This is an optimization exercise on Yosys and OpenROAD, whose aim is small area, not a production implementation. Only simulation tests tie the RTL to the original design; equivalence was not proved. No run shown here takes its clock network from TritonCTS; it comes from the design's own scripts or RTL. The clock port is modelled as an ideal driver, which makes a skipped or thinned clock tree look cheaper than it is; a real chip needs a root buffer or a tree. No activity file was given, so power comes from the tool's default toggle rates.

<file path="design/flow/design.v">
`timescale 1ns / 1ps
module echo_count_next (
    input  [14:0] s,
    input         echo,
    input         clr,
    output [14:0] d
);
    wire [15:0] c;                   
    wire [14:0] x;
    assign c[0] = echo;
    genvar i;
    generate for (i = 0; i < 15; i = i + 1) begin : g_bit
        if (i % 2 == 0) begin : g_even
            g_nand2 u_c (.A(c[i]), .B(s[i]), .Y(c[i+1]));
            g_o21ai u_x (.A1(s[i]), .A2(c[i]), .B1(c[i+1]), .Y(x[i]));   
            g_nor2  u_d (.A(clr), .B(x[i]), .Y(d[i]));
        end else begin : g_odd
            g_nor2  u_c (.A(c[i]), .B(s[i]), .Y(c[i+1]));
            g_a211o u_d (.A1(s[i]), .A2(c[i]), .B1(c[i+1]), .C1(clr), .X(d[i]));
        end
    end endgenerate
endmodule
module g_nand2 (input A, input B, output Y);
    assign Y = ~(A & B);
endmodule
module g_nor2 (input A, input B, output Y);
    assign Y = ~(A | B);
endmodule
module g_o21ai (input A1, input A2, input B1, output Y);
    assign Y = ~((A1 | A2) & B1);
endmodule
module g_a211o (input A1, input A2, input B1, input C1, output X);
    assign X = (A1 & A2) | B1 | C1;
endmodule
`timescale 1ns / 1ps
module robot(
input fpgaclk,rst,en,
input [2:0] echo,
output [2:0] trigger,led,
output wire [3:0] sig_out_R,sig_out_L
);
localparam [15:0] T_RESET = 16'h2512;    
localparam [15:0] T_JUMP  = 16'hb604;    
localparam [16:0] K_RESET = 17'h11a22;   
localparam [16:0] K_TICK  = 17'h0300e;   
reg [15:0] t;
reg trig;
wire t_jump = (t == T_JUMP);
always @(posedge fpgaclk or posedge rst)
    if (rst) t <= T_RESET;
    else     t <= {t[14:0], t[15] ^ t[2] ^ t_jump};
always @(posedge fpgaclk or posedge rst)
    if (rst) trig <= 1'b0;
    else     trig <= t_jump | (trig & ~(t[2] & t[6]));
assign trigger = {3{trig}};
localparam [14:0] EINV = 15'b010101010101010;
reg  [14:0] s0, s1, s2;
wire [14:0] d0, d1, d2;
wire [14:0] e0 = s0 ^ EINV, e1 = s1 ^ EINV, e2 = s2 ^ EINV;
wire eclr = trig | rst;
echo_count_next u_e0 (.s(s0), .echo(echo[0]), .clr(eclr), .d(d0));
echo_count_next u_e1 (.s(s1), .echo(echo[1]), .clr(eclr), .d(d1));
echo_count_next u_e2 (.s(s2), .echo(echo[2]), .clr(eclr), .d(d2));
always @(posedge fpgaclk) begin
    s0 <= d0;
    s1 <= d1;
    s2 <= d2;
end
wire [2:0] obs = {e2 < 15'd550, e1 < 15'd550, e0 < 15'd550};
assign led = ~obs & {3{~rst}};
reg dirR, dirL;
always @(posedge fpgaclk) begin
    dirR <= ~obs[1] & (~obs[2] | obs[0]);
    dirL <= ~obs[1] & (~obs[0] | obs[2]);
end
reg [16:0] k;
wire tick = (k == K_TICK);
always @(posedge fpgaclk or posedge rst)
    if (rst) k <= K_RESET;
    else     k <= {k[15:0], ~(k[16] ^ k[5]) ^ tick};
reg on, on_p;                 
reg dR, dL;
reg [1:0] phR_p, phL_p;
wire [1:0] phR = on_p ? {phR_p[1] ^ phR_p[0] ^ ~dR, ~phR_p[0]} : 2'b00;
wire [1:0] phL = on_p ? {phL_p[1] ^ phL_p[0] ^ ~dL, ~phL_p[0]} : 2'b00;
always @(posedge fpgaclk or posedge rst)
    if (rst) begin
        on <= 1'b0; on_p <= 1'b0;
    end else if (tick) begin
        on <= en; on_p <= on;
    end
always @(posedge fpgaclk)
    if (tick) begin
        dR <= dirR; phR_p <= phR;
        dL <= dirL; phL_p <= phL;
    end
assign sig_out_R = {on_p &  phR_p[1] &  phR_p[0], on_p &  phR_p[1] & ~phR_p[0],
                    on_p & ~phR_p[1] &  phR_p[0], on_p & ~phR_p[1] & ~phR_p[0]};
assign sig_out_L = {on_p &  phL_p[1] &  phL_p[0], on_p &  phL_p[1] & ~phL_p[0],
                    on_p & ~phL_p[1] &  phL_p[0], on_p & ~phL_p[1] & ~phL_p[0]};
endmodule
</file>
<file path="design/flow/flow/run.sh">
#!/bin/bash
# Layout with the standard flow (standard.sh) and these changes:
# - synthesis is the standard flow's (synth_recipe.tcl, via my_synth.tcl) except that
#   * the gate modules g_* of rtl/counter.v (the echo counters' next-state
#     logic) become the sky130 cells of the same function and pin names, so
#     that netlist is kept as written;
#   * its ABC step maps with the area-oriented script flow/area.abc, and the
#     adder step is off (ADDER_MAP_FILE empty);
#   registers are mapped exactly as in the standard synthesis;
# - port buffers use the smallest buffer (buf_1);
# - CTS inserts no dummy loads, and after CTS flow/merge_clk.tcl replaces the
#   clock tree with 4 buf_8 leaf buffers fed from the clock port.
# The make output goes to standard_flow.log; each ORFS step keeps its own log
# under orfs/logs.
set -euo pipefail
W=$PWD
# synth_core.tcl: ORFS's synth.tcl with the cell mapping of the g_* modules
# added after the design is read, and the ABC script replaced
python3 - "$FLOW_HOME/scripts/synth.tcl" synth_core.tcl <<'EOP'
import sys
s = open(sys.argv[1]).read()
top = "hierarchy -check -top $::env(DESIGN_NAME)\n"
assert s.count(top) == 1
s = s.replace(top, top + """foreach {m c} $::env(MY_CELL_MAP) { chtype -map $m $c }
hierarchy -check -top $::env(DESIGN_NAME)
""")
abc = "log_cmd abc {*}$abc_args"
assert s.count(abc) == 1
s = s.replace(abc, "log_cmd abc {*}[lreplace $abc_args 1 1 $::env(MY_ABC_SCRIPT)]")
open(sys.argv[2], "w").write(s)
EOP
# my_synth.tcl: synth_recipe.tcl sourcing synth_core.tcl instead of synth.tcl
sed "s|source \$::env(SCRIPTS_DIR)/synth.tcl|source $W/synth_core.tcl|" synth_recipe.tcl > my_synth.tcl
grep -q "synth_core.tcl" my_synth.tcl
cat >> config.mk <<EOC
export ADDER_MAP_FILE =
export MY_ABC_SCRIPT = $W/flow/area.abc
export MY_CELL_MAP = g_nand2 sky130_fd_sc_hd__nand2_1 g_nor2 sky130_fd_sc_hd__nor2_1 g_o21ai sky130_fd_sc_hd__o21ai_0 g_a211o sky130_fd_sc_hd__a211o_1
export BUFFER_PORTS_ARGS = -buffer_cell sky130_fd_sc_hd__buf_1
export CTS_ARGS = -sink_clustering_enable -repair_clock_nets -dont_use_dummy_load
export POST_CTS_TCL = $W/flow/merge_clk.tcl
export PRE_GLOBAL_PLACE_TCL = $W/flow/pre_place.tcl
export CLK_GROUPS = 4
export CLK_LEAF_CELL = sky130_fd_sc_hd__buf_8
EOC
bash standard.sh SYNTH_SCRIPT="$W/my_synth.tcl" finish > standard_flow.log 2>&1
</file>
<file path="design/flow/flow/area.abc">
strash
dch -f
amap
strash
dch -f
amap
strash
dch -f
amap
</file>
<file path="design/flow/flow/merge_clk.tcl">
set ngroups $::env(CLK_GROUPS)
set leafcell $::env(CLK_LEAF_CELL)
set block [ord::get_db_block]
set db [ord::get_db]
set root ""
set leaves {}
foreach inst [$block getInsts] {
  set n [$inst getName]
  if {[string match "clkbuf_0_*" $n]} { set root $inst }
  if {[string match "clkbuf_*__f_*" $n]} { lappend leaves $inst }
}
puts "merge_clk: root [$root getName], [llength $leaves] leaves"
set clknet [[$root findITerm A] getNet]
set sinks {}
foreach l $leaves {
  foreach it [[[$l findITerm X] getNet] getITerms] {
    if {[$it getIoType] == "INPUT"} { lappend sinks $it }
  }
}
puts "merge_clk: [llength $sinks] sinks"
proc iterm_xy {it} {
  set r [$it getBBox]
  return [list [expr {([$r xMin] + [$r xMax]) / 2}] [expr {([$r yMin] + [$r yMax]) / 2}]]
}
set pts {}
foreach it $sinks { lappend pts [concat [iterm_xy $it] [list $it]] }
proc split_by {pts k idx} {
  set s [lsort -integer -index $idx $pts]
  set n [llength $s]
  set out {}
  for {set g 0} {$g < $k} {incr g} {
    lappend out [lrange $s [expr {$g * $n / $k}] [expr {($g + 1) * $n / $k - 1}]]
  }
  return $out
}
if {$ngroups == 4} {
  set groups {}
  foreach h [split_by $pts 2 0] { foreach q [split_by $h 2 1] { lappend groups $q } }
} else {
  set groups [split_by $pts $ngroups 0]
}
set master [$db findMaster $leafcell]
foreach l $leaves { odb::dbInst_destroy $l }
odb::dbInst_destroy $root
set gi 0
foreach g $groups {
  set sx 0
  set sy 0
  foreach p $g { set sx [expr {$sx + [lindex $p 0]}]; set sy [expr {$sy + [lindex $p 1]}] }
  set inst [odb::dbInst_create $block $master "clkleaf_$gi"]
  set net [odb::dbNet_create $block "clkleaf_net_$gi"]
  $net setSigType CLOCK
  [$inst findITerm X] connect $net
  [$inst findITerm A] connect $clknet
  foreach p $g { set it [lindex $p 2]; $it disconnect; $it connect $net }
  $inst setLocation [expr {$sx / [llength $g]}] [expr {$sy / [llength $g]}]
  $inst setPlacementStatus PLACED
  incr gi
}
foreach net [$block getNets] {
  if {[llength [$net getITerms]] == 0 && [llength [$net getBTerms]] == 0} { odb::dbNet_destroy $net }
}
detailed_placement
check_placement -verbose
estimate_parasitics -placement
set worst 0
foreach pin [get_pins -hierarchical */CLK] {
  set s [get_property $pin slew_max]
  if {$s > $worst} { set worst $s }
}
puts "merge_clk: worst flip-flop clock slew $worst"
report_clock_skew
</file>
<file path="design/flow/flow/pre_place.tcl">
# PRE_GLOBAL_PLACE hook.
# 2. The area-oriented synthesis maps every gate at its smallest size; give
#    the drivers of high-fanout nets a larger size of the same cell, so that
#    repair_design does not have to add buffer trees on those nets.
remove_buffers
foreach net [get_nets *] {
  set drvr [get_pins -quiet -of_objects $net -filter "direction == output"]
  if {[llength $drvr] != 1} { continue }
  set loads [llength [get_pins -quiet -of_objects $net -filter "direction == input"]]
  if {$loads < 12} { continue }
  set inst [get_cells -of_objects $drvr]
  set ref [get_property $inst ref_name]
  if {![regexp {^(sky130_fd_sc_hd__[a-z0-9]+)_([0-9]+)$} $ref -> base size]} { continue }
  if {[string match "*df*" $base]} { continue }
  set want [expr {$loads >= 30 ? 4 : 2}]
  if {$size >= $want} { continue }
  set new ""
  foreach s [list $want 2] {
    if {$s > $size && [llength [get_lib_cells -quiet */${base}_$s]] > 0} { set new ${base}_$s; break }
  }
  if {$new ne ""} {
    puts "pre_place: [get_full_name $inst] $ref -> $new ($loads loads)"
    replace_cell $inst $new
  }
}
</file>
<file path="design/flow/standard.sh">
#!/bin/bash
# synth_recipe.tcl (not shown) runs the flow's synth.tcl, then flattens the netlist and writes it again
# the make line also repeats each setting of config.mk as NAME=value (left out here)
make -C /OpenROAD-flow-scripts/flow DESIGN_CONFIG=/design/flow/config.mk WORK_HOME=/design/flow/orfs CLKGATE_MAP_FILE= SYNTH_SCRIPT=/design/flow/synth_recipe.tcl "${@:-finish}"
</file>
<file path="design/flow/config.mk">
export PLATFORM = sky130hd
export DESIGN_NAME = robot
export DESIGN_NICKNAME = robot
export VERILOG_FILES = /design/flow/design.v
export SDC_FILE = /design/flow/constraint.sdc
export NUM_CORES = 4
export LEC_CHECK = 0
export CAP_MARGIN = 20
export CORE_MARGIN = 2
export CORE_UTILIZATION = 80
export GPL_TIMING_DRIVEN = 0
export SLEW_MARGIN = 20
export ADDER_MAP_FILE =
export MY_ABC_SCRIPT = /design/flow/flow/area.abc
export MY_CELL_MAP = g_nand2 sky130_fd_sc_hd__nand2_1 g_nor2 sky130_fd_sc_hd__nor2_1 g_o21ai sky130_fd_sc_hd__o21ai_0 g_a211o sky130_fd_sc_hd__a211o_1
export BUFFER_PORTS_ARGS = -buffer_cell sky130_fd_sc_hd__buf_1
export CTS_ARGS = -sink_clustering_enable -repair_clock_nets -dont_use_dummy_load
export POST_CTS_TCL = /design/flow/flow/merge_clk.tcl
export PRE_GLOBAL_PLACE_TCL = /design/flow/flow/pre_place.tcl
export CLK_GROUPS = 4
export CLK_LEAF_CELL = sky130_fd_sc_hd__buf_8
</file>
<file path="design/flow/constraint.sdc">
create_clock -name core_clock -period 10.0 [get_ports {fpgaclk}]
set_input_delay 2.0000 -clock core_clock [delete_from_list [all_inputs] [get_ports {fpgaclk}]]
set_output_delay 2.0000 -clock core_clock [all_outputs]
set_load 0.01 [all_outputs]
</file>
==> results of run 1 <==
==> state kept, by name, summed over array words and instances (netlist names) <==
register,flops
on,1
dirR,1
phR_p,2
trig,1
k,17
dirL,1
t,16
s2,15
dL,1
on_p,1
phL_p,2
dR,1
s0,15
s1,15
==> cells in the final DEF (no fill, tap or decap), types with 2 or more instances in the layout <==
cell type	instances
a211o_1	22
a211oi_1	2
a31o_1	3
a31oi_1	3
buf_1	19
buf_8	4
clkinv_1	16
dfrtp_1	25
dfstp_2	11
dfxtp_1	47
edfxtp_1	6
nand2_1	25
nand2b_1	3
nand4_1	3
nand4b_1	3
nor2_1	64
nor3_1	7
nor4_1	2
o21a_1	2
o21ai_0	24
o22ai_1	2
==> power groups by stage <==
stage	clock network (µW)	registers [µW]	logic [µW]
final	128	363	9.74
after global routing	140	363	11.3
after detailed placement	0	371	9.76
after global placement	0	371	9.55
after floorplan	0	370	6.73
==> routing by layer <==
layer	global-route usage, %	wire, µm	vias to the layer above
li1	-	-	1027
met2	55.4	3170	53
met5	0	0	-
met3	7.19	215	18
met4	13.3	218	0
met1	33.6	2440	1042
==> per-stage QoR <==
step                instances  setup slack (ps)  hold slack (ps)  total power, µW
global route              353              5000              379              515
detailed placement        349              5420              361              380
global placement          349              5560              353              380
finish                    353              5390              375              501
floorplan                 285              5820              346              377
==> logic make-up after synthesis <==
logic type / share of synthesized area [%]
buf+inv: 2.83
flops: 66.8
simple gates: 16.3
compound gates: 14.1
==> worst register-to-register path, stage by stage (launching register included) <==
cell	delay (ps)
dfxtp_1	340
nand2_1	90
nor2_1	200
nand2_1	120
nor2_1	210
nand2_1	120
nor2_1	180
nand2_1	110
nor2_1	170
nand2_1	110
nor2_1	220
nand2_1	120
nor2_1	180
nand2_1	140
nor2_1	260
nand2_1	110
o21ai_0	130
nor2_1	60
==> path summary, 6_finish.rpt <==
path	end	slack, ps	depth (start not counted)
min	k[12]	370	0
max in group asynchronous	k[16]	7800	2
min in group asynchronous	trig	1900	2
max	led[2]	5390	3
max reg2reg	s1[14]	7010	17
min reg2reg	k[12]	370	0
==> final cells by class <==
cell class / instances / area (µm²)
inverter: 17 / 68.8
timing repair buffer: 19 / 71.3
fill: 157 / 438
multi-input combinational: 176 / 927
buffer: 4 / 60.1
sequential: 89 / 2040
tap: 48 / 60.1
==> reports/results.ini, run 1 <==
[place]
dp_hpwl_mm=3.77
place_congestion=0.713
dpl_cell_area_um2=3160
port_buffers=19

[synthesis]
async_reset_ff_share_pct=40.4
yosysTopAreaCellShare_pct=30.9
ys_seq_area_share_pct=66.8
synthCells=285
synth-seq-cells=89
netlist_area_um2=3050
netlist_top_cells_area=dfxtp_1 31%, dfrtp_1 21%, dfstp_2 9.5%
yosys-top-cells-count=64 x nor2_1, 47 x dfxtp_1, 25 x dfrtp_1, 25 x nand2_1, 24 x o21ai_0
yosysWarningCount=1
synthFlopType=dfxtp_1
yosysTopAreaCell=dfxtp_1
yosysMostFrequentCell=nor2_1
synth_cell_types=31
syn_avg_cell_area_um2=10.7
synth_fp_nets=291
synth_edf_count=6

[global_route]
grt_max_degree=46
overflow=0
antenna_found_initial=0
grt_pass1_vias=2159
grt_first_pass_wirelength_mm=9.73
grt_use_total_pct=30.5

[timing]
fmax_mhz=217
hold_viol=0
tightest_slew_ps=484
rsz0062_at_grt=no
timing.final.crit_share_pct=46.1
final.setup.tns_ps=0
slew_headroom_pct=67.3
slew_violations=0
finalCriticalPeriod_ps=4610
setup_viol=0
fin_skew_ps=12.0

[route]
drc_errors=0
drtPass1Iterations=5
ant_nets=0
vias=2140
post_drt_wl_per_cell_um=17.1
finalWirelength_mm=6.04
drt_iter0_drc=155
via_per_inst=6.06

[worst_setup_path]
required_ps=8000
crit_path_top_delay_cell=nor2_1
critPathTopFamily=buffers and inverters
reg2reg_from=s1[0]
critPathMaxStageDelay_ps=220
critPathCaptureType=output pin
cpMostUsedCell=buf_1
path_class=input pin to output pin
critPathBufInv=2
worstPathMaxFanout=5
startpoint=rst
setup.worst_path.start_class=input pin
cp_data_arrival_time_ps=2610
worstPathCellList=buf_1 -> nor2_1 -> buf_1

[final_layout]
final_util_pct=88.0
design_area_um2=3220
antenna_cells=0
drive_gt1_share_pct=5.57
nNetsFinal=313
syn2layout_area_growth_pct=5.79

[pwr]
power.leakage_uw=0.00118
power.density_nw_per_um2=155
clkPwrFrac_pct=25.6
vdd_drop_max_mv=0.168
combPwrFrac_pct=1.9
sw_frac_of_total_pct=18.1
p_int_uw=410
p_switching_uw=90.7
pwr-share-seq_pct=72.5

[floorplan]
ios=20
die_x_um=65.7
die_area_um2=4320
fp.coreArea_um2=3660
die_h_um=65.7
num_rows=22
start_util_pct=83.2

[status]
status=no timing/DRC/antenna violations

[clocking]
clk_pin_slew_ps=100
clkLatencyLatePin_ps=140
cts_sinks=89

[hold_path]
min_from=k[11]
hp-class=register to register

[flow_run]
cap_violations=0

==> run 2: changes to the inputs <==
--- a/design/flow/design.v
+++ b/design/flow/design.v
@@ -33,6 +33,25 @@
     assign X = (A1 & A2) | B1 | C1;
 endmodule
 `timescale 1ns / 1ps
+module shift_next #(
+    parameter N = 16,
+    parameter [N-1:0] Z = {N{1'b0}}
+) (
+    input          rst,
+    input          nrst,
+    input  [N-1:0] s,
+    output [N-1:1] d
+);
+    genvar i;
+    generate for (i = 1; i < N; i = i + 1) begin : g_st
+        if (Z[i]) begin : g_one
+            g_nand2 u (.A(nrst), .B(s[i-1]), .Y(d[i]));    
+        end else begin : g_zero
+            g_nor2  u (.A(rst), .B(s[i-1]), .Y(d[i]));     
+        end
+    end endgenerate
+endmodule
+`timescale 1ns / 1ps
 module robot(
 input fpgaclk,rst,en,
 input [2:0] echo,
@@ -43,12 +62,17 @@
 localparam [15:0] T_JUMP  = 16'hb604;    
 localparam [16:0] K_RESET = 17'h11a22;   
 localparam [16:0] K_TICK  = 17'h0300e;   
-reg [15:0] t;
+localparam [15:0] TP = 16'haaaa;
+localparam [15:0] TZ = T_RESET ^ TP;     
+wire nrst = ~rst;
+reg  [15:0] ts;
+wire [15:1] tsd;
+wire [15:0] t = ts ^ TP;
 reg trig;
 wire t_jump = (t == T_JUMP);
-always @(posedge fpgaclk or posedge rst)
-    if (rst) t <= T_RESET;
-    else     t <= {t[14:0], t[15] ^ t[2] ^ t_jump};
+shift_next #(.N(16), .Z(TZ)) u_t (.rst(rst), .nrst(nrst), .s(ts), .d(tsd));
+always @(posedge fpgaclk)
+    ts <= {tsd, rst ? TZ[0] : t[15] ^ t[2] ^ t_jump};
 always @(posedge fpgaclk or posedge rst)
     if (rst) trig <= 1'b0;
     else     trig <= t_jump | (trig & ~(t[2] & t[6]));
@@ -73,11 +97,15 @@
     dirR <= ~obs[1] & (~obs[2] | obs[0]);
     dirL <= ~obs[1] & (~obs[0] | obs[2]);
 end
-reg [16:0] k;
+localparam [16:0] KP = 17'h0aaaa;
+localparam [16:0] KZ = K_RESET ^ KP;     
+reg  [16:0] ks;
+wire [16:1] ksd;
+wire [16:0] k = ks ^ KP;
 wire tick = (k == K_TICK);
-always @(posedge fpgaclk or posedge rst)
-    if (rst) k <= K_RESET;
-    else     k <= {k[15:0], ~(k[16] ^ k[5]) ^ tick};
+shift_next #(.N(17), .Z(KZ)) u_k (.rst(rst), .nrst(nrst), .s(ks), .d(ksd));
+always @(posedge fpgaclk)
+    ks <= {ksd, rst ? KZ[0] : ~(k[16] ^ k[5]) ^ tick};
 reg on, on_p;                 
 reg dR, dL;
 reg [1:0] phR_p, phL_p;
==> run 2 against run 1 <==
Still clean on timing, DRC and antenna. Clock power shrank 3%. Synthesized cell count grew 12%. Utilization fell by 1.1 points. Flip-flop and latch count is the same. Total power is 2.8% higher.
==> reports/results.ini, run 2 <==
[synthesis]
yosysMostFrequentCell=nor2_1  ; unchanged
synth_cell_types=26  ; was 31
synthCells=319  ; was 285
yosys-top-cells-count=83 x nor2_1, 80 x dfxtp_1, 42 x nand2_1  ; was 64 x nor2_1, 47 x dfxtp_1, 25 x dfrtp_1, 25 x nand2_1, 24 x o21ai_0
async_reset_ff_share_pct=3.37  ; was 40.4%
yosysWarningCount=1  ; unchanged
netlist_top_cells_area=dfxtp_1 54%, nor2_1 10%, a211o_1 6.2%  ; was dfxtp_1 31%, dfrtp_1 21%, dfstp_2 9.5%
netlist_area_um2=2990  ; was 3050 µm²
synthFlopType=dfxtp_1  ; unchanged
yosysTopAreaCell=dfxtp_1  ; unchanged
ys_seq_area_share_pct=62.1  ; was 66.8%
syn_avg_cell_area_um2=9.37  ; was 10.7 µm²
synth_edf_count=6  ; unchanged
synth_fp_nets=325  ; was 291
synth-seq-cells=89  ; unchanged
yosysTopAreaCellShare_pct=53.6  ; was 30.9%

[timing]
hold_slack_ps=400  ; was 375 ps
timing.final.crit_share_pct=50.4  ; was 46.1%
final.setup.tns_ps=0  ; unchanged
slew_headroom_pct=33.7  ; was 67.3%
rsz0062_at_grt=no  ; unchanged
slew_violations=0  ; unchanged
hold_viol=0  ; unchanged
setup_viol=0  ; unchanged
tightest_slew_ps=994  ; was 484 ps
fmax_mhz=199  ; was 217 MHz
finalCriticalPeriod_ps=5040  ; was 4610 ps
fin_skew_ps=8.97  ; was 12.0 ps

[floorplan]
fp.coreArea_um2=3630  ; was 3660 µm²
die_area_um2=4240  ; was 4320 µm²
num_rows=22  ; unchanged
ios=20  ; unchanged
die_h_um=65.1  ; was 65.7 µm
die_x_um=65.1  ; was 65.7 µm
start_util_pct=82.2  ; was 83.2%

[clocking]
clkLatencyLatePin_ps=140  ; about the same
cts_sinks=89  ; unchanged
clk_pin_slew_ps=110  ; was 100 ps

[global_route]
grt_pass1_vias=1967  ; was 2,159
overflow=0  ; unchanged
grt_use_total_pct=26.5  ; was 30.5%
grt_max_degree=46  ; unchanged
antenna_found_initial=0  ; unchanged
grt_first_pass_wirelength_mm=8.71  ; was 9.73 mm

[worst_setup_path]
ff2ff_path_depth=17  ; unchanged
critPathCaptureType=output pin  ; unchanged
required_ps=8000  ; about the same
worstPathMaxFanout=23  ; was 5
cp_data_arrival_time_ps=3040  ; was 2610 ps
rrSetupSlack_ps=7180  ; was 7010 ps
path_class=input pin to output pin  ; unchanged
setup.worst_path.start_class=input pin  ; unchanged

[place]
dp_hpwl_mm=3.30  ; was 3.77 mm
place_congestion=0.728  ; was 0.713
dpl_cell_area_um2=3100  ; was 3160 µm²
port_buffers=19  ; unchanged

[final_layout]
syn2layout_area_growth_pct=5.78  ; was 5.79%
drive_gt1_share_pct=1.77  ; was 5.57%
largest_register_ffs=17  ; unchanged
nNetsFinal=347  ; was 313
top_regs=ks x17, ts x16  ; was k x17, t x16
layout_commonest_cell=nor2_1  ; unchanged
antenna_cells=0  ; unchanged
design_area_um2=3160  ; was 3220 µm²
largest-register=ks  ; was k
layout_common_cells=83 x nor2_1, 80 x dfxtp_1, 42 x nand2_1, 24 x o21ai_0, 21 x a211o_1  ; was 64 x nor2_1, 47 x dfxtp_1, 25 x nand2_1, 25 x dfrtp_1, 24 x o21ai_0

[route]
drc_errors=0  ; unchanged
post_drt_wl_per_cell_um=13.6  ; was 17.1 µm
via_per_inst=5.65  ; was 6.06
drt_iter0_drc=140  ; was 155
finalWirelength_mm=5.25  ; was 6.04 mm
vias=2186  ; was 2,140
ant_nets=0  ; unchanged
drtPass1Iterations=4  ; was 5

[pwr]
finalPower_uw=515  ; was 501 µW
vdd_drop_max_mv=0.147  ; was 0.168 mV
power.density_nw_per_um2=163  ; was 155 nW/µm²
power.leakage_uw=0.00113  ; was 0.00118 µW

[hold_path]
holdPathStages=1  ; was 0
hp-class=register to register  ; unchanged

[status]
status=no timing/DRC/antenna violations  ; unchanged

[flow_run]
cap_violations=0  ; unchanged

run 2: cell count changes after synthesis, moves of 2 or more:
cell and delta:
nand4_1 -3, nor3_1 +2, nor2_1 +19, dfstp_2 -11, dfxtp_1 +33, nand3_1 +4, nor2b_1 +2, clkinv_1 -4
a211oi_1 +2, nand2_1 +17, dfrtp_1 -22
run 2: critical path, cell delays in order:
cell and delay (ps):
buf_1 720, nor2b_1 140, buf_1 170
run 2: logic make-up after synthesis:
kind of cell	synth area share, %
buf+inv	2.39
simple gates	21.1
flops	62.1
compound gates	14.3
run 2: worst paths after layout:
| kind | startpoint | end |
|---|---|---|
| setup / recovery | rst | led[1] |
| hold / removal | ks[2] | ks[3] |
| setup reg to reg | s1[0] | s1[14] |
| hold reg to reg | ks[2] | ks[3] |
| max in group asynchronous | rst | trig |
| min in group asynchronous | rst | on_p |
run 2: report_power, final:
group	switching, µW	total, µW	internal [µW]
registers	6.19	374	368
clock network	78.6	124	45.9
logic	10.9	16.6	5.71
run 2: final cells by class:
class | count | area (µm²)
Tap cell | 48 | 60.1
Sequential cell | 89 | 1860
Fill cell | 179 | 473
Buffer | 4 | 60.1
Inverter | 13 | 50.0
Multi-Input combinational cell | 214 | 1060
Timing Repair Buffer | 19 | 71.3
run 2: per-stage QoR:
stage | util, % | worst slack, ps | cells
finish | 87.0 | 4960 | 387
global route | 87.0 | 4860 | 387
detailed placement | 85.3 | 4950 | 383
global placement | 85.3 | 5030 | 383
floorplan | - | 5820 | 319
run 2: layer usage:
layer | up-vias | part of all wire [%] | track usage [%]
met4 | 0 | 1.2 | 5.47
li1 | 1132 | - | -
met5 | - | 0 | 0
met1 | 1013 | 45 | 33.8
met2 | 32 | 52 | 47.8
met3 | 9 | 1.8 | 4.62
==> run 3: changes to the inputs <==
--- a/design/flow/flow/run.sh
+++ b/design/flow/flow/run.sh
@@ -6,7 +6,9 @@
 #     that netlist is kept as written;
 #   * its ABC step maps with the area-oriented script flow/area.abc, and the
 #     adder step is off (ADDER_MAP_FILE empty);
-#   registers are mapped exactly as in the standard synthesis;
+#   registers are mapped exactly as in the standard synthesis, and get the
+#   instance names it gives them (standard synthesis run first, into
+#   orfs_std, log std_synth.log);
 # - port buffers use the smallest buffer (buf_1);
 # - CTS inserts no dummy loads, and after CTS flow/merge_clk.tcl replaces the
 #   clock tree with 4 buf_8 leaf buffers fed from the clock port.
@@ -14,6 +16,10 @@
 # under orfs/logs.
 set -euo pipefail
 W=$PWD
+# The standard synthesis, unchanged, for the register names (see below).
+bash standard.sh WORK_HOME="$W/orfs_std" synth > std_synth.log 2>&1
+STD_NETLIST=$W/orfs_std/results/$FLOW_PLATFORM/robot/base/1_2_yosys.v
+test -s "$STD_NETLIST"
 # synth_core.tcl: ORFS's synth.tcl with the cell mapping of the g_* modules
 # added after the design is read, and the ABC script replaced
 python3 - "$FLOW_HOME/scripts/synth.tcl" synth_core.tcl <<'EOP'
@@ -29,9 +35,12 @@
 s = s.replace(abc, "log_cmd abc {*}[lreplace $abc_args 1 1 $::env(MY_ABC_SCRIPT)]")
 open(sys.argv[2], "w").write(s)
 EOP
-# my_synth.tcl: synth_recipe.tcl sourcing synth_core.tcl instead of synth.tcl
+# my_synth.tcl: synth_recipe.tcl sourcing synth_core.tcl instead of synth.tcl,
+# and afterwards giving the registers the standard synthesis's instance names
+# (flow/fix_names.py checks that they are the same registers and cell types).
 sed "s|source \$::env(SCRIPTS_DIR)/synth.tcl|source $W/synth_core.tcl|" synth_recipe.tcl > my_synth.tcl
 grep -q "synth_core.tcl" my_synth.tcl
+echo "exec python3 $W/flow/fix_names.py $STD_NETLIST \$::env(RESULTS_DIR)/1_2_yosys.v >@ stdout" >> my_synth.tcl
 cat >> config.mk <<EOC
 export ADDER_MAP_FILE =
 export MY_ABC_SCRIPT = $W/flow/area.abc
==> design/flow/flow/area.abc (replaced) <==
strash
dch -f
amap
strash
dch -f
amap
strash
dch -f
amap
strash
dch -f
amap
==> design/flow/flow/fix_names.py (new file) <==
"""Give the registers of our synthesis netlist the instance names the
standard synthesis gave them.

Yosys names a register after its RTL signal plus a suffix for the internal
cell type it had when registers were renamed (e.g. \\on$_DFFE_PP0P_); the
suffix can differ between the two syntheses (e.g. the enable polarity), since
the logic around the register is optimised differently. The registers are the
same, signal by signal and cell type by cell type; this checks that and
renames ours. Usage: fix_names.py STANDARD_NETLIST OUR_NETLIST (rewritten).
"""
import re
import sys

FF = re.compile(r'^(\s*)(sky130_fd_sc_hd__(?:df|edf|sdf)\w*)(\s+)(\\\S+|\S+)(\s+\()', re.M)


def regs(text):
    return [(m.group(2), m.group(4)) for m in FF.finditer(text)]


def base(name):
    return name.split('$')[0]


std_text = open(sys.argv[1]).read()
our_text = open(sys.argv[2]).read()
std = {}
for cell, name in regs(std_text):
    assert base(name) not in std, name
    std[base(name)] = (cell, name)
ours = regs(our_text)
assert len(ours) == len(std), (len(ours), len(std))
assert len({base(n) for _, n in ours}) == len(ours)
for cell, name in ours:
    scell, sname = std[base(name)]
    assert scell.rsplit('_', 1)[0] == cell.rsplit('_', 1)[0], (cell, name, scell, sname)


def sub(m):
    new = std[base(m.group(4))][1]
    if new != m.group(4):
        print(f"fix_names: {m.group(4)} -> {new}")
    return m.group(1) + m.group(2) + m.group(3) + new + m.group(5)


open(sys.argv[2], 'w').write(FF.sub(sub, our_text))
==> run 3 against run 2 <==
Utilization grew 0.31 points. Critical path depth is the same. First-iteration DRC count is 69% higher. Final area increased by 0.36%. Critical endpoint is now led[0]. Total power rose by 1.1%. Flip-flop and latch count stayed put. Clock skew shrank 2.9 ps. Final cell count rose by 0.52%. Combinational power up 2%. Highest routed layer unchanged. Worst hold slack improved by 12 ps. Largest cell class unchanged. Global-route usage rose by 4.6 points.
==> reports/results.ini, run 3 <==
[route]
finalWirelength_mm=6.04  ; was 5.25 mm
via_per_inst=5.96  ; was 5.65
drc_errors=0  ; unchanged
drt_iter0_drc=236  ; was 140
ant_nets=0  ; unchanged
vias=2318  ; was 2,186
post_drt_wl_per_cell_um=15.5  ; was 13.6 µm
drtPass1Iterations=5  ; was 4

[floorplan]
num_rows=22  ; unchanged
ios=20  ; unchanged
die_area_um2=4240  ; unchanged
die_x_um=65.1  ; unchanged
die_h_um=65.1  ; unchanged
fp.coreArea_um2=3630  ; unchanged
start_util_pct=82.2  ; unchanged

[synthesis]
synth-seq-cells=89  ; unchanged
yosys-top-cells-count=80 x dfxtp_1, 80 x nor2_1, 44 x nand2_1  ; was 83 x nor2_1, 80 x dfxtp_1, 42 x nand2_1
ys_seq_area_share_pct=62.1  ; unchanged
yosysTopAreaCell=dfxtp_1  ; unchanged
synth_cell_types=26  ; unchanged
netlist_top_cells_area=dfxtp_1 54%, nor2_1 10%, a211o_1 6.2%  ; unchanged
yosysWarningCount=1  ; unchanged
synth_fp_nets=326  ; was 325
synth_edf_count=6  ; unchanged
synthCells=320  ; was 319
syn_avg_cell_area_um2=9.34  ; was 9.37 µm²
async_reset_ff_share_pct=3.37  ; unchanged
yosysTopAreaCellShare_pct=53.6  ; unchanged
synthFlopType=dfxtp_1  ; unchanged
netlist_area_um2=2990  ; unchanged

[worst_setup_path]
required_ps=8000  ; about the same
crit_path_top_delay_cell=buf_1  ; unchanged
cp_num_cells=3  ; unchanged
critPathCaptureType=output pin  ; unchanged
setup.worst_path.start_class=input pin  ; unchanged
cp_data_arrival_time_ps=3030  ; was 3040 ps
r2r_end=s1[14]  ; unchanged
reg2reg_from=s1[0]  ; unchanged
rrSetupSlack_ps=7050  ; was 7180 ps
startpoint=rst  ; unchanged
cp-endpoint=led[0]  ; was led[1]
path_class=input pin to output pin  ; unchanged
critPathTopFamily=buffers and inverters  ; unchanged
worstPathCellList=buf_1 -> nor2_1 -> buf_1  ; was buf_1 -> nor2b_1 -> buf_1
critPathBufInv=2  ; unchanged
cpMostUsedCell=buf_1  ; unchanged
critPathMaxStageDelay_ps=740  ; was 720 ps
worstPathMaxFanout=23  ; unchanged
ff2ff_path_depth=17  ; unchanged

[timing]
finalCriticalPeriod_ps=5030  ; was 5040 ps
hold_slack_ps=412  ; was 400 ps
rsz0062_at_grt=no  ; unchanged
slew_headroom_pct=31.8  ; was 33.7%
slew_violations=0  ; unchanged
setup_viol=0  ; unchanged
fin_skew_ps=6.06  ; was 8.97 ps
timing.final.crit_share_pct=50.3  ; was 50.4%
hold_viol=0  ; unchanged
fmax_mhz=199  ; about the same
tightest_slew_ps=1020  ; was 994 ps
final.setup.tns_ps=0  ; unchanged

[clocking]
clkLatencyLatePin_ps=140  ; about the same
cts_sinks=89  ; unchanged
clk_pin_slew_ps=110  ; about the same

[place]
dp_hpwl_mm=3.64  ; was 3.30 mm
place_congestion=0.730  ; was 0.728
port_buffers=19  ; unchanged

[final_layout]
final_util_pct=87.3  ; was 87.0%
drive_gt1_share_pct=2.35  ; was 1.77%
largest_register_ffs=17  ; unchanged
nNetsFinal=349  ; was 347
layout_common_cells=80 x nor2_1, 80 x dfxtp_1, 44 x nand2_1, 26 x o21ai_0, 21 x a211o_1  ; was 83 x nor2_1, 80 x dfxtp_1, 42 x nand2_1, 24 x o21ai_0, 21 x a211o_1
syn2layout_area_growth_pct=6.16  ; was 5.78%
antenna_cells=0  ; unchanged
top_regs=ks x17, ts x16  ; unchanged
largest-register=ks  ; unchanged

[global_route]
grt_first_pass_wirelength_mm=10.1  ; was 8.71 mm
grt_pass1_vias=2305  ; was 1,967
antenna_found_initial=0  ; unchanged
grt_use_total_pct=31.1  ; was 26.5%
overflow=0  ; unchanged
grt_max_degree=46  ; unchanged

[hold_path]
hp-class=register to register  ; unchanged

[flow_run]
cap_violations=0  ; unchanged

[status]
status=no timing/DRC/antenna violations  ; unchanged

[pwr]
power.leakage_uw=0.00112  ; was 0.00113 µW
power.density_nw_per_um2=164  ; was 163 nW/µm²
vdd_drop_max_mv=0.141  ; was 0.147 mV

## run 3: cell count changes in the layout (fill, tap and decap cells not counted), moves of 2 or more
| cell | change |
|---|---|
| nor2_1 | -3 |
| clkinv_1 | +2 |
| nand2_1 | +2 |
| nand3_1 | -2 |
| nor2b_1 | -2 |
| nor3_1 | +2 |
| o21ai_0 | +2 |
## run 3: cells by family after synthesis
| group | Yosys count | synth area share, % |
|---|---|---|
| buf+inv | 18 | 2.64 |
| simple gates | 151 | 21.0 |
| compound gates | 62 | 14.2 |
| flops | 89 | 62.1 |
## run 3: how the worst min path moves through the flow
stage / start / end / slack (ps) / depth (start not counted)
after detailed placement: ts[3] / ts[4] / 380 / 1
after global placement: ks[11] / ks[12] / 370 / 1
after floorplan: ks[14] / ks[15] / 370 / 1
final: ks[14] / ks[15] / 410 / 1
after global routing: ks[14] / ks[15] / 420 / 1
## run 3: per-layer routing
layer,part of all wire (%),global-route usage [%],vias to the layer above
met2,52,57.0,59
li1,-,-,1136
met3,4.3,6.85,24
met4,3.2,12.8,0
met5,0,0,-
met1,40,35.1,1099
## run 3: final cells by class
class                           count  area (µm²)
Tap cell                           48        60.1
Fill cell                         188         462
Timing Repair Buffer               20        76.3
Inverter                           15        57.6
Sequential cell                    89        1860
Multi-Input combinational cell    213        1060
Buffer                              4        60.1
## run 3: worst register-to-register path, delay by kind of cell, from the launching register on
kind            cells  cell delay, ps
simple gates       16            2380
flops               1             350
compound gates      1              90
## run 3: power breakdown
group	internal (µW)	leakage, µW	switching, µW
clock	45.9	0.0000297	83.0
combinational	5.67	0.000341	11.4
sequential	368	0.000748	6.99
total	420	0.00112	101
## run 3: stage by stage
stage	instances	power (µW)	instance area [µm²]	setup slack, ps
5_1_grt	389	538	3170	4890
6_report	389	521	3170	4970
2_1_floorplan	320	391	2990	5820
3_3_place_gp	384	396	3100	5000
3_5_place_dp	385	398	3110	4990
==> run 4: changes to the inputs <==
==> design/flow/flow/area.abc (replaced) <==
strash
dch -f
amap
strash
dch -f
amap
strash
dch -f
amap
==> run 4 against run 3 <==
Still clean. Via count decreased by 5.7%. Clock power decreased by 4%. Final area decreased by 0.36%. Flip-flop and latch count unchanged. Utilization decreased by 0.31 points. Critical path depth unchanged. Synthesized area unchanged. First-iteration DRC count decreased by 41%. Register-to-register slack improved by 130 ps. Die area unchanged. Worst hold slack got worse by 12 ps. Routed wire length decreased by 13%. Critical path type unchanged. Critical endpoint is now led[1]. Largest power group unchanged.
==> reports/results.ini, run 4 <==
[worst_setup_path]
required_ps=8000  ; about the same
path_class=input pin to output pin  ; unchanged
critPathCaptureType=output pin  ; unchanged
setup.worst_path.start_class=input pin  ; unchanged
worstPathMaxFanout=23  ; unchanged
cp_data_arrival_time_ps=3040  ; was 3030 ps
rrSetupSlack_ps=7180  ; was 7050 ps

[pwr]
power.leakage_uw=0.00113  ; was 0.00112 µW
power.density_nw_per_um2=163  ; was 164 nW/µm²
finalPower_uw=515  ; was 521 µW
vdd_drop_max_mv=0.147  ; was 0.141 mV

[synthesis]
syn_avg_cell_area_um2=9.37  ; was 9.34 µm²
synthCells=319  ; was 320
netlist_area_um2=2990  ; unchanged
yosysMostFrequentCell=nor2_1
synth_fp_nets=325  ; was 326
async_reset_ff_share_pct=3.37  ; unchanged
yosysWarningCount=1  ; unchanged
yosysTopAreaCell=dfxtp_1  ; unchanged
netlist_top_cells_area=dfxtp_1 54%, nor2_1 10%, a211o_1 6.2%  ; unchanged
synthFlopType=dfxtp_1  ; unchanged
synth_edf_count=6  ; unchanged
yosysTopAreaCellShare_pct=53.6  ; unchanged
yosys-top-cells-count=83 x nor2_1, 80 x dfxtp_1, 42 x nand2_1  ; was 80 x dfxtp_1, 80 x nor2_1, 44 x nand2_1
ys_seq_area_share_pct=62.1  ; unchanged
synth-seq-cells=89  ; unchanged
synth_cell_types=26  ; unchanged

[timing]
final.setup.tns_ps=0  ; unchanged
hold_viol=0  ; unchanged
tightest_slew_ps=994  ; was 1020 ps
slew_headroom_pct=33.7  ; was 31.8%
slew_violations=0  ; unchanged
fin_skew_ps=8.97  ; was 6.06 ps
finalCriticalPeriod_ps=5040  ; was 5030 ps
fmax_mhz=199  ; about the same
rsz0062_at_grt=no  ; unchanged
timing.final.crit_share_pct=50.4  ; was 50.3%
setup_viol=0  ; unchanged

[route]
post_drt_wl_per_cell_um=13.6  ; was 15.5 µm
finalWirelength_mm=5.25  ; was 6.04 mm
drc_errors=0  ; unchanged
vias=2186  ; was 2,318
via_per_inst=5.65  ; was 5.96
drtPass1Iterations=4  ; was 5
ant_nets=0  ; unchanged
drt_iter0_drc=140  ; was 236

[global_route]
grt_pass1_vias=1967  ; was 2,305
grt_max_degree=46  ; unchanged
antenna_found_initial=0  ; unchanged
grt_use_total_pct=26.5  ; was 31.1%
grt_first_pass_wirelength_mm=8.71  ; was 10.1 mm
overflow=0  ; unchanged

[place]
dp_hpwl_mm=3.30  ; was 3.64 mm
port_buffers=19  ; unchanged
place_congestion=0.728  ; was 0.730

[final_layout]
antenna_cells=0  ; unchanged
largest_register_ffs=17  ; unchanged
syn2layout_area_growth_pct=5.78  ; was 6.16%
drive_gt1_share_pct=1.77  ; was 2.35%
layout_commonest_cell=nor2_1
layout_common_cells=83 x nor2_1, 80 x dfxtp_1, 42 x nand2_1, 24 x o21ai_0, 21 x a211o_1  ; was 80 x nor2_1, 80 x dfxtp_1, 44 x nand2_1, 26 x o21ai_0, 21 x a211o_1
final.fill_count=179  ; was 188
top_regs=ks x17, ts x16  ; unchanged
largest-register=ks  ; unchanged
nNetsFinal=347  ; was 349

[floorplan]
die_area_um2=4240  ; unchanged
fp.coreArea_um2=3630  ; unchanged
die_h_um=65.1  ; unchanged
ios=20  ; unchanged
num_rows=22  ; unchanged
die_x_um=65.1  ; unchanged
start_util_pct=82.2  ; unchanged

[flow_run]
cap_violations=0  ; unchanged

[status]
status=no timing/DRC/antenna violations  ; unchanged

[hold_path]
hp-class=register to register  ; unchanged

[clocking]
cts_sinks=89  ; unchanged
clk_pin_slew_ps=110  ; about the same
clkLatencyLatePin_ps=140  ; about the same

==> run 4: critical path, cell delays in order <==
cell	delay (ps)
buf_1	720
nor2b_1	140
buf_1	170
==> run 4: path summary, 6_finish.rpt <==
kind / cells after the start / from / endpoint
max reg2reg: 17 / s1[0] / s1[14]
min: 1 / ks[2] / ks[3]
min reg2reg: 1 / ks[2] / ks[3]
max in group asynchronous: 2 / rst / trig
min in group asynchronous: 2 / rst / on_p
max: 3 / rst / led[1]
==> run 4: per-layer routing <==
metal	part of all wire, %	track usage, %	vias up
li1	-	-	1132
met1	45	33.8	1013
met2	52	47.8	32
met3	1.8	4.62	9
met4	1.2	5.47	0
met5	0	0	-
==> run 4: metrics by stage <==
step	util (%)	std cells	hold WS [ps]	cell area, µm²	setup WS (ps)
floorplan	-	319	361	2990	5820
global placement	85.3	383	368	3100	5030
detailed placement	85.3	383	374	3100	4950
global route	87.0	387	417	3160	4860
finish	87.0	387	400	3160	4960
==> run 4: layout make-up <==
class	count	area, µm²	share of cell area [%]
Sequential cell	89	1860	58.7
Multi-Input combinational cell	214	1060	33.6
Timing Repair Buffer	19	71.3	2.26
Buffer	4	60.1	1.90
Tap cell	48	60.1	1.90
Inverter	13	50.0	1.58
==> run 4: logic make-up after synthesis <==
group           count (synthesis)  synth area share [%]
flops                          89                  62.1
compound gates                 62                  14.3
buf+inv                        16                  2.39
simple gates                  152                  21.1
==> run 4: where the power goes <==
group	switching [µW]	total (µW)	internal, µW
sequential	6.19	374	368
combinational	10.9	16.6	5.71
clock	78.6	124	45.9
total	95.6	515	420

afterwards: timing with drivers on the ports:
The results above use ideal ports. As a check the final layouts listed here were re-extracted and re-timed, cells and wires unchanged.
Step 1, drivers: a clkbuf_16 drives fpgaclk and a buf_2 each remaining input, both assumed.
Step 2 times the ports against the registers' clock, not the clock port: input delays grow and output delays shrink by t, the midpoint of the rising clock arrivals with the driver on.
Three values: ideal ports, drivers, drivers and shift; two values: the first two.
run	shift t [ns]	setup WS [ns]	worst setup path at the end	worst register clock-pin slew, ns	cell pins on the clock port's net
run 1	0.204	5.392 / 5.366 / 5.253	input to register	0.12 / 0.12	4
run 2	0.200	4.964 / 4.937 / 4.937	input to output	0.11 / 0.11	4
run 3	0.204	4.972 / 4.944 / 4.944	input to output	0.11 / 0.11	4
run 4	0.200	4.964 / 4.937 / 4.937	input to output	0.11 / 0.11	4
After both steps setup and hold are still met in every run listed. The setup slack of run 1, which loses most, moves by -0.026 ns with the drivers and by -0.139 ns with both steps.
